Source: an optimization exercise on an open RTL-to-GDS flow (aim: small area and a short achievable clock period). Production flows keep margins and buffers that such runs may drop. Only simulation tests tie the RTL to the original design; equivalence was not proved. No activity file was given, so power comes from the tool's default toggle rates.

==> job 6229: inputs <==
==> flow/design.v (excerpt) <==
module fadd (
    input  logic        clk,
    input  logic [31:0] a,
    input  logic [31:0] b,
    output logic [31:0] c
);
==> module fadd, before the edit <==
module fadd (
    input  logic        clk,
    input  logic [31:0] a,
    input  logic [31:0] b,
    output logic [31:0] c
);
  function automatic logic [27:0] add28(input logic [27:0] x, input logic [27:0] y, input logic ci);
    logic [27:0] g, p, h;
    integer l, i;
    h = x ^ y;
    g = x & y;
    p = h;
    g[0] = g[0] | (p[0] & ci);
    for (l = 1; l < 28; l = l * 2)
      for (i = 0; i < 28; i = i + 1)
        if ((i / l) % 2 == 1) begin
          g[i] = g[i] | (p[i] & g[(i / l) * l - 1]);
          p[i] = p[i] & p[(i / l) * l - 1];
        end
    add28 = h ^ {g[26:0], ci};
  endfunction
  logic        a_ge_b;
  logic [31:0] x, y;           
  logic [7:0]  ex, d;
  logic [26:0] mx, my, sh;
  logic        kill;
  logic [27:0] sum;
  logic        sub;
  logic        eA255, eB255, mAz, mBz, nanA, nanB, infA, infB;
  logic        eA0, eB0;
  logic [1:0]  spc;            
  logic        sgn;
  always_comb begin
    logic [30:0] g, p;
    integer l, i;
    g = a[30:0] & ~b[30:0];
    p = a[30:0] | ~b[30:0];
    for (l = 1; l < 31; l = l * 2)
      for (i = 0; i < 31; i = i + 1)
        if ((i / l) % 2 == 1) begin
          g[i] = g[i] | (p[i] & g[(i / l) * l - 1]);
          p[i] = p[i] & p[(i / l) * l - 1];
        end
    a_ge_b = g[30] | p[30];
  end
  assign x = a_ge_b ? a : b;
  assign y = a_ge_b ? b : a;
  assign ex = x[30:23];
  logic [7:0] dab, dba;
  logic       ey0;
  assign dab = a[30:23] - b[30:23];
  assign dba = b[30:23] - a[30:23];
  assign d   = a_ge_b ? dab : dba;
  assign ey0 = a_ge_b ? (b[30:23] == 8'd0) : (a[30:23] == 8'd0);
  assign mx = {1'b1, x[22:0], 3'b000};
  assign my = {1'b1, y[22:0], 3'b000};
  always_comb begin
    logic [26:0] t;
    logic        s;
    t = my; s = 1'b0;
    if (d[0]) begin s = s | t[0];        t = {1'b0, t[26:1]};  end
    if (d[1]) begin s = s | (|t[1:0]);   t = {2'b0, t[26:2]};  end
    if (d[2]) begin s = s | (|t[3:0]);   t = {4'b0, t[26:4]};  end
    if (d[3]) begin s = s | (|t[7:0]);   t = {8'b0, t[26:8]};  end
    if (d[4]) begin s = s | (|t[15:0]);  t = {16'b0, t[26:16]}; end
    kill = (d > 8'd26) | ey0;
    sh = kill ? 27'd0 : {t[26:1], t[0] | s};
  end
  assign sub = x[31] ^ y[31];
  assign sum = add28({1'b0, mx}, {1'b0, sh} ^ {28{sub}}, sub);
  assign eA255 = (a[30:23] == 8'hff);
  assign eB255 = (b[30:23] == 8'hff);
  assign mAz = (a[22:0] == 23'd0);
  assign mBz = (b[22:0] == 23'd0);
  assign nanA = eA255 & ~mAz;
  assign nanB = eB255 & ~mBz;
  assign infA = eA255 & mAz;
  assign infB = eB255 & mBz;
  assign eA0 = (a[30:23] == 8'd0);
  assign eB0 = (b[30:23] == 8'd0);
  always_comb begin
    sgn = x[31];
    if (nanA | nanB | (infA & infB & (a[31] ^ b[31]))) spc = 2'd3;
    else if (infA | infB) begin
      spc = 2'd2;
      sgn = infA ? a[31] : b[31];
    end
    else if (eA0 & eB0) spc = 2'd1;
    else spc = 2'd0;
  end
  logic [27:0] r_sum;
  logic [7:0]  r_ex;
  logic        r_sgn;
  logic [1:0]  r_spc;
  always_ff @(posedge clk) begin
    r_sum <= sum;
    r_ex  <= ex;
    r_sgn <= sgn;
    r_spc <= spc;
  end
  logic [26:0] n;
  logic [4:0]  lz;
  logic [7:0]  e;
  logic        zero;
  logic        up;
  logic [23:0] rm;
  logic        ovf;
  logic [7:0]  ef;
  always_comb begin
    logic [26:0] t;
    t = r_sum[26:0];
    lz[4] = (t[26:11] == 16'd0); if (lz[4]) t = {t[10:0], 16'd0};
    lz[3] = (t[26:19] == 8'd0);  if (lz[3]) t = {t[18:0], 8'd0};
    lz[2] = (t[26:23] == 4'd0);  if (lz[2]) t = {t[22:0], 4'd0};
    lz[1] = (t[26:25] == 2'd0);  if (lz[1]) t = {t[24:0], 2'd0};
    lz[0] = ~t[26];              if (lz[0]) t = {t[25:0], 1'b0};
    if (r_sum[27]) begin
      n = {r_sum[27:2], |r_sum[1:0]};
      e = r_ex + 8'd1;
      zero = 1'b0;
    end else begin
      n = t;
      e = r_ex - {3'b0, lz};
      zero = (r_sum[26:0] == 27'd0) | ({1'b0, r_ex} <= {4'b0, lz});
    end
  end
  always_comb begin
    logic [23:0] q;
    integer l, i;
    up = n[2] & (n[3] | n[1] | n[0]);
    q = n[26:3];
    for (l = 1; l < 24; l = l * 2)
      for (i = 0; i < 24; i = i + 1)
        if ((i / l) % 2 == 1) q[i] = q[i] & q[(i / l) * l - 1];
    rm = n[26:3] ^ {q[22:0] & {23{up}}, up};
    ovf = q[23] & up;
    ef = e + {7'd0, ovf};
  end
  logic inf;
  assign inf = (r_ex == 8'd254) & (r_sum[27] | (r_sum[26] & ovf));
  always_comb begin
    case (r_spc)
      2'd3: c = 32'h7fffffff;
      2'd2: c = {r_sgn, 31'h7f800000};
      2'd1: c = 32'h0;
      default:
        if (zero) c = 32'h0;
        else if (inf) c = {r_sgn, 8'hff, 23'd0};
        else c = {r_sgn, ef, rm[22:0]};
    endcase
  end
endmodule
export LEC_CHECK = 0
export ABC_AREA = 1
export CAP_MARGIN = 20
export CORE_MARGIN = 2
export CORE_UTILIZATION = 40
export SLEW_MARGIN = 20
create_clock -name core_clock -period 18.0 [get_ports {clk}]
run.sh (not shown) runs the stock make flow with config.mk's settings and CLKGATE_MAP_FILE= SYNTH_SCRIPT=/design/flow/synth_recipe.tcl, a recipe that flattens the netlist after the stock synthesis.
==> inputs of job 4563, as changes to job 6229 <==
--- a/flow/design.v
+++ b/flow/design.v
@@ -24,3 +24,3 @@
   logic [31:0] x, y;           
-  logic [7:0]  ex, d;
+  logic [7:0]  ex, ey, d;
   logic [26:0] mx, my, sh;
@@ -49,8 +49,4 @@
   assign ex = x[30:23];
-  logic [7:0] dab, dba;
-  logic       ey0;
-  assign dab = a[30:23] - b[30:23];
-  assign dba = b[30:23] - a[30:23];
-  assign d   = a_ge_b ? dab : dba;
-  assign ey0 = a_ge_b ? (b[30:23] == 8'd0) : (a[30:23] == 8'd0);
+  assign ey = y[30:23];
+  assign d  = ex - ey;
   assign mx = {1'b1, x[22:0], 3'b000};
@@ -66,3 +62,3 @@
     if (d[4]) begin s = s | (|t[15:0]);  t = {16'b0, t[26:16]}; end
-    kill = (d > 8'd26) | ey0;
+    kill = (d > 8'd26) | (ey == 8'd0);
     sh = kill ? 27'd0 : {t[26:1], t[0] | s};
@@ -139,4 +135,2 @@
   end
-  logic inf;
-  assign inf = (r_ex == 8'd254) & (r_sum[27] | (r_sum[26] & ovf));
   always_comb begin
@@ -148,3 +142,4 @@
         if (zero) c = 32'h0;
-        else if (inf) c = {r_sgn, 8'hff, 23'd0};
+        else if (ef == 8'hff) c = {r_sgn, 8'hff, 23'd0};
+        else if (ef == 8'h00) c = {r_sgn, 31'd0};
         else c = {r_sgn, ef, rm[22:0]};
==> flow/flow/run.sh (new file) <==
#!/bin/bash
set -euo pipefail
bash standard.sh SETUP_SLACK_MARGIN=9 finish > standard.log 2>&1
==> flow/standard.sh (new file) <==
#!/bin/bash
# synth_recipe.tcl (not shown) runs the flow's synth.tcl, then flattens the netlist and writes it again
# the make line also repeats each setting of config.mk as NAME=value (left out here)
make -C /OpenROAD-flow-scripts/flow DESIGN_CONFIG=/design/flow/config.mk WORK_HOME=/design/flow/orfs CLKGATE_MAP_FILE= SYNTH_SCRIPT=/design/flow/synth_recipe.tcl "${@:-finish}"
ABC_AREA = unset   (was 1)
removed: flow/run.sh
==> reports/metrics.json <==
{
  "floorplan": {
    "die_area_sq_um": 23700
  },
  "cells_and_area": {
    "nets": 1868,
    "area.growth.synth_to_final_pct": 13.1,
    "drive_gt1_share_pct": 3.78,
    "final_core_util_pct": 46.3
  },
  "power": {
    "seqPwrFrac_pct": 9.0,
    "worst_ir_drop_vdd_uv": 87.6
  },
  "critical_path": {
    "worst-endpoint-arrival_ns": 11.27,
    "crit_path_start": "a[29]",
    "critical_path_buf_inv_count": 9
  },
  "global_routing": {
    "grt_pass1_wl_mm": 48.9
  },
  "route": {
    "drt_first_pass_iters": 5,
    "routed-wl-met3_mm": 1.19
  },
  "yosys": {
    "synth_fa_ha_area_share_pct": 8.64,
    "synthesized_area_fraction_occupied_by_ao_oa_aoi_and_oai_cells_pct": 14.4
  },
  "sta": {
    "setup_slack_ns": 6.91
  },
  "place": {
    "hpwl_mm": 25.0
  },
  "outcome": {
    "run_status": "complete, no violations"
  }
}
[end of results for job 6229]
==> reports/metrics.json <==
{
  "cells_and_area": {
    "final_core_util_pct": 65.6,
    "nets": 1631,
    "area.growth.synth_to_final_pct": 60.5
  },
  "route": {
    "drt_first_pass_iters": 10,
    "routed-wl-met3_mm": 2.78
  },
  "place": {
    "hpwl_mm": 24.6
  },
  "outcome": {
    "run_status": "complete, no violations"
  },
  "power": {
    "seqPwrFrac_pct": 9.9
  },
  "yosys": {
    "synthesized_area_fraction_occupied_by_ao_oa_aoi_and_oai_cells_pct": 27.8
  },
  "global_routing": {
    "grt_pass1_wl_mm": 57.2
  },
  "critical_path": {
    "worst-endpoint-arrival_ns": 6.42
  }
}
[end of results for job 4563]

[static timing again, ports no longer ideal]
In the flow no input, the clock included, has a driving cell. The finished layouts below were timed again as built, in two steps.
Step 1 sets driving cells, clkbuf_16 on the clock port and buf_2 on the other inputs (assumed; they add their load-dependent delay and slew).
Step 2 also shifts input and output timing later by t, the mid clock arrival at the registers, as if the neighbouring blocks saw the same clock.
Three values: ideal, step 1, step 2; two values: the first two.
run | shift t [ns] | setup WS [ns] | hold slack, ns
job 6229 | 0.319 | 6.908 / 6.917 / 6.598 | 3.994 / 3.979 / 4.298
job 4563 | 0.322 | 7.981 / 7.944 / 8.241 | 3.592 / 3.582 / 3.904
After both steps every run listed still meets setup and hold. The setup slack of job 6229, which loses most, moves by +0.009 ns with the drivers and by -0.310 ns with both steps.
